This design comes from an exercise in tuning for small area and a short achievable clock period on the open sky130 flow, not from production work. The RTL was checked by simulation tests, not by an equivalence proof against the original design.

### run.sh
#!/bin/bash
# synth_recipe.tcl (not shown) runs the flow's synth.tcl, then flattens the netlist and writes it again
# the make line also repeats each setting of config.mk as NAME=value (left out here)
make -C /OpenROAD-flow-scripts/flow DESIGN_CONFIG=/design/flow/config.mk WORK_HOME=/design/flow/orfs CLKGATE_MAP_FILE= SYNTH_SCRIPT=/design/flow/synth_recipe.tcl finish
### config.mk
export PLATFORM = sky130hd
export DESIGN_NAME = bit_population_counter
export DESIGN_NICKNAME = bit_population_counter
export VERILOG_FILES = /design/flow/design.v
export SDC_FILE = /design/flow/constraint.sdc
export NUM_CORES = 4
export LEC_CHECK = 0
export CAP_MARGIN = 20
export CORE_MARGIN = 2
export CORE_UTILIZATION = 40
export SLEW_MARGIN = 20
### constraint.sdc
create_clock -name core_clock -period 11.0 [get_ports {clk_i}]
set_input_delay 2.2000 -clock core_clock [delete_from_list [all_inputs] [get_ports {clk_i}]]
set_output_delay 2.2000 -clock core_clock [all_outputs]
set_load 0.01 [all_outputs]
### design.v
module bit_population_counter #(
  parameter WIDTH                 = 256
) (
  input  logic                    clk_i,
  input  logic                    srst_i,
  input  logic [WIDTH-1:0]        data_i,
  input  logic                    data_val_i,
  output logic [$clog2(WIDTH):0]  data_o,
  output logic                    data_val_o
);
logic [$clog2(WIDTH):0] cnt;
always_ff @( posedge clk_i )
  begin
    if( srst_i )
      data_val_o <= 0;
    else
      data_val_o <= data_val_i;
  end
always_ff @( posedge clk_i )
  begin
    if( data_val_i === 1'b1 )
      data_o <= cnt;
  end
always_comb
  begin
    cnt = ($clog2(WIDTH)+1)'(0);   
    for( int i = 0; i < WIDTH; i++ )
      cnt = cnt + data_i[i];
  end
endmodule
==> run summary <==
[how the worst max path moves through the flow]
stage / endpoint / slack [ns] / depth (start not counted)
after floorplan: data_o[6] / 1.75 / 24
after global placement: data_o[8] / 1.05 / 26
after detailed placement: data_o[6] / 0.99 / 23
after CTS: data_o[8] / 1.23 / 26
after global routing: data_o[8] / 0.99 / 26
final: data_o[8] / 1.32 / 26
[state kept, by name, indices dropped and copies added, names as in the netlist]
signal / flops
data_o: 9
data_val_o: 1
[placed cells by master, fill, tap and decap left out, drive strengths merged]
cell type and count:
nand2 1, o22ai 1, clkdlybuf4s50 268, edfxtp 9, o21a 2, o21ai 2, or3 1, dfxtp 1
nor2b 3, nor2 6, a21oi 4, ha 38, o31a 1, xnor2 4, a21boi 2, nand2b 1
nor3 1, nand3b 1, clkbuf 4, inv 422, fa 242
[per-layer routing]
layer | part of all wire (%) | GRT usage (%) | vias to the layer above
met5 | 0 | 0 | -
met4 | 0.26 | 0.684 | 0
met3 | 6.0 | 2.53 | 4
met2 | 54 | 30.7 | 140
met1 | 40 | 21.4 | 2454
li1 | - | - | 2414
[critical path, cell delays in order]
cell and delay (ns):
clkdlybuf4s50_1 0.46, inv_1 0.05, fa_1 0.53, inv_1 0.05, fa_1 0.45, fa_1 0.47
fa_1 0.55, inv_1 0.06, fa_1 0.53, inv_1 0.05, fa_1 0.52, inv_1 0.06
fa_1 0.47, inv_1 0.05, fa_1 0.51, fa_1 0.44, fa_1 0.56, inv_1 0.06
fa_1 0.52, inv_1 0.04, ha_1 0.33, nor2b_4 0.14, o21ai_2 0.14, a21boi_2 0.09
o21ai_1 0.20, a21oi_1 0.11
[Yosys cell counts (2+ instances only)]
master	number	area share, %
nor2b_1	2	0.17
xnor2_1	4	0.47
fa_1	242	66
edfxtp_1	9	3.7
ha_1	38	6.4
nor2_1	6	0.30
inv_1	422	21
a21oi_1	3	0.20
o21a_1	2	0.20
[layout make-up]
| cell class | count | area [um2] | share of cell area (%) |
|---|---|---|---|
| repair buffers | 268 | 2680 | 25.7 |
| multi-input cells | 310 | 5520 | 52.8 |
| inverters | 422 | 1580 | 15.2 |
| well taps | 229 | 287 | 2.74 |
| flip-flops and latches | 10 | 290 | 2.78 |
| clock buffers | 4 | 88.8 | 0.850 |
[through the flow]
| step | util, % | std cells | hold slack (ns) | area (um2) |
|---|---|---|---|---|
| 2_1_floorplan | - | 742 | 2.27 | 7390 |
| 3_3_place_gp | 57.5 | 1239 | 2.74 | 10400 |
| 3_5_place_dp | 57.5 | 1239 | 2.73 | 10400 |
| 4_1_cts | 58.0 | 1243 | 2.50 | 10500 |
| 5_1_grt | 58.0 | 1243 | 2.51 | 10500 |
| 6_report | 58.0 | 1243 | 2.50 | 10500 |
[kinds of logic (layout without fill, tap and decap cells)]
group	Yosys count	in the layout	share of synthesized area, %
simple gates	14	14	1.05
xor+xnor	4	4	0.474
fa+ha+maj	280	280	72.0
flops	10	10	3.93
buf+inv	422	694	21.4
compound gates	12	12	1.17
==> run summary <==
Post-synth EDFFs=9; Filler cells=1633; drt via density=4.03; largest net degree at the start of global routing=11; TritonCTS Sinks=10; Congestion Overflow GR=0; Top FF cell, synth=edfxtp_1; synthesized area=0.00739 mm2; final hold violations=0; CP required=10.97 ns; WL per Instance=12.2 um; syn_area_per_cell=9.96 um2; hold path start=srst_i; Critical Path Sink Type=register; post-synthesis cell count=742; Arr. time, crit path=9.65 ns; H-tree levels=1; CTS Buf Count=3; Mapped Nets=1281; WL final=15.1 mm; Ys Warns=1; Setup Crit Path Kind=primary input to register; 1st-iter DRT viols=63; die width=140 um; Setup WS post-layout=1.32 ns; Fmax=103 MHz; DP Wirelength=15.4 mm; die area=0.0196 mm2; Port Buffer Count=268; Routed Antenna Nets=0; area delta synth->final=41.4%; crit path launch=data_i[173]; residual DRC count=0; final worst-path cycle share=88.0%; First-pass DRT Iterations=4; layout cell share with drive strength beyond 1=0.789%; Max-Cap Viols=0; status=timing/DRC/antenna clean; Root Driver=clkbuf_16; Worst-Margin Slew=0.451 ns; register area share after synthesis=3.93%; TritonCTS clock tree=done; first-pass GRT wire length=26.0 mm; Final setup viols=0; number of gates resized after CTS=0; Async SR Flop Fraction=0%; Setup Buffers After CTS=0; initial antenna violation count=0; Bufs on Longest Clock Path=2; startpoint types=primary input; Core Region=0.0180 mm2; RSZ-0062 raised after global routing=no; crit-path max FO=4; Vias=5012; Fin Setup TNS=0 ns; Final Critical Period=9.68 ns; WHS Endpoint=data_val_o; Distinct cells, synth=23; # rows=49; pre-CTS setup slack=0.994 ns; antenna fix cells=0; GP Congestion=0.779; Hold Path Depth=2; GRT Total Usage=16.4%; vias in the first global route=5771; Initial Util=41.0%; relative slew slack=69.8%; #FFs+latches synth=10; die height=140 um; # hold bufs at CTS=0; final net count=1554; clk slew on worst S/H paths=0.04 ns; num ports=269; Hold WC Path Type=primary input to register; Max Slew Vio Count=0

static timing again, ports no longer ideal:
In the flow no input, the clock included, has a driving cell. The finished layout below was timed again as built, in two steps.
Step 1: set_driving_cell puts a clkbuf_16 on clk_i and a buf_2 on each other input, an assumption about the parent block.
Step 2 times the ports against the registers' clock, not the clock port: input delays grow and output delays shrink by t, the midpoint of the rising clock arrivals with the driver on.
Three values: ideal ports, drivers, drivers and shift; two values: the first two.
t (ns): 0.259
setup slack, ns: 1.324 / 1.311 / 1.053
worst data-port slew with drivers (ns): 0.07
After both steps this run still meets setup and hold. For this run, drivers alone change the setup slack by -0.013 ns; drivers and shift together by -0.271 ns.
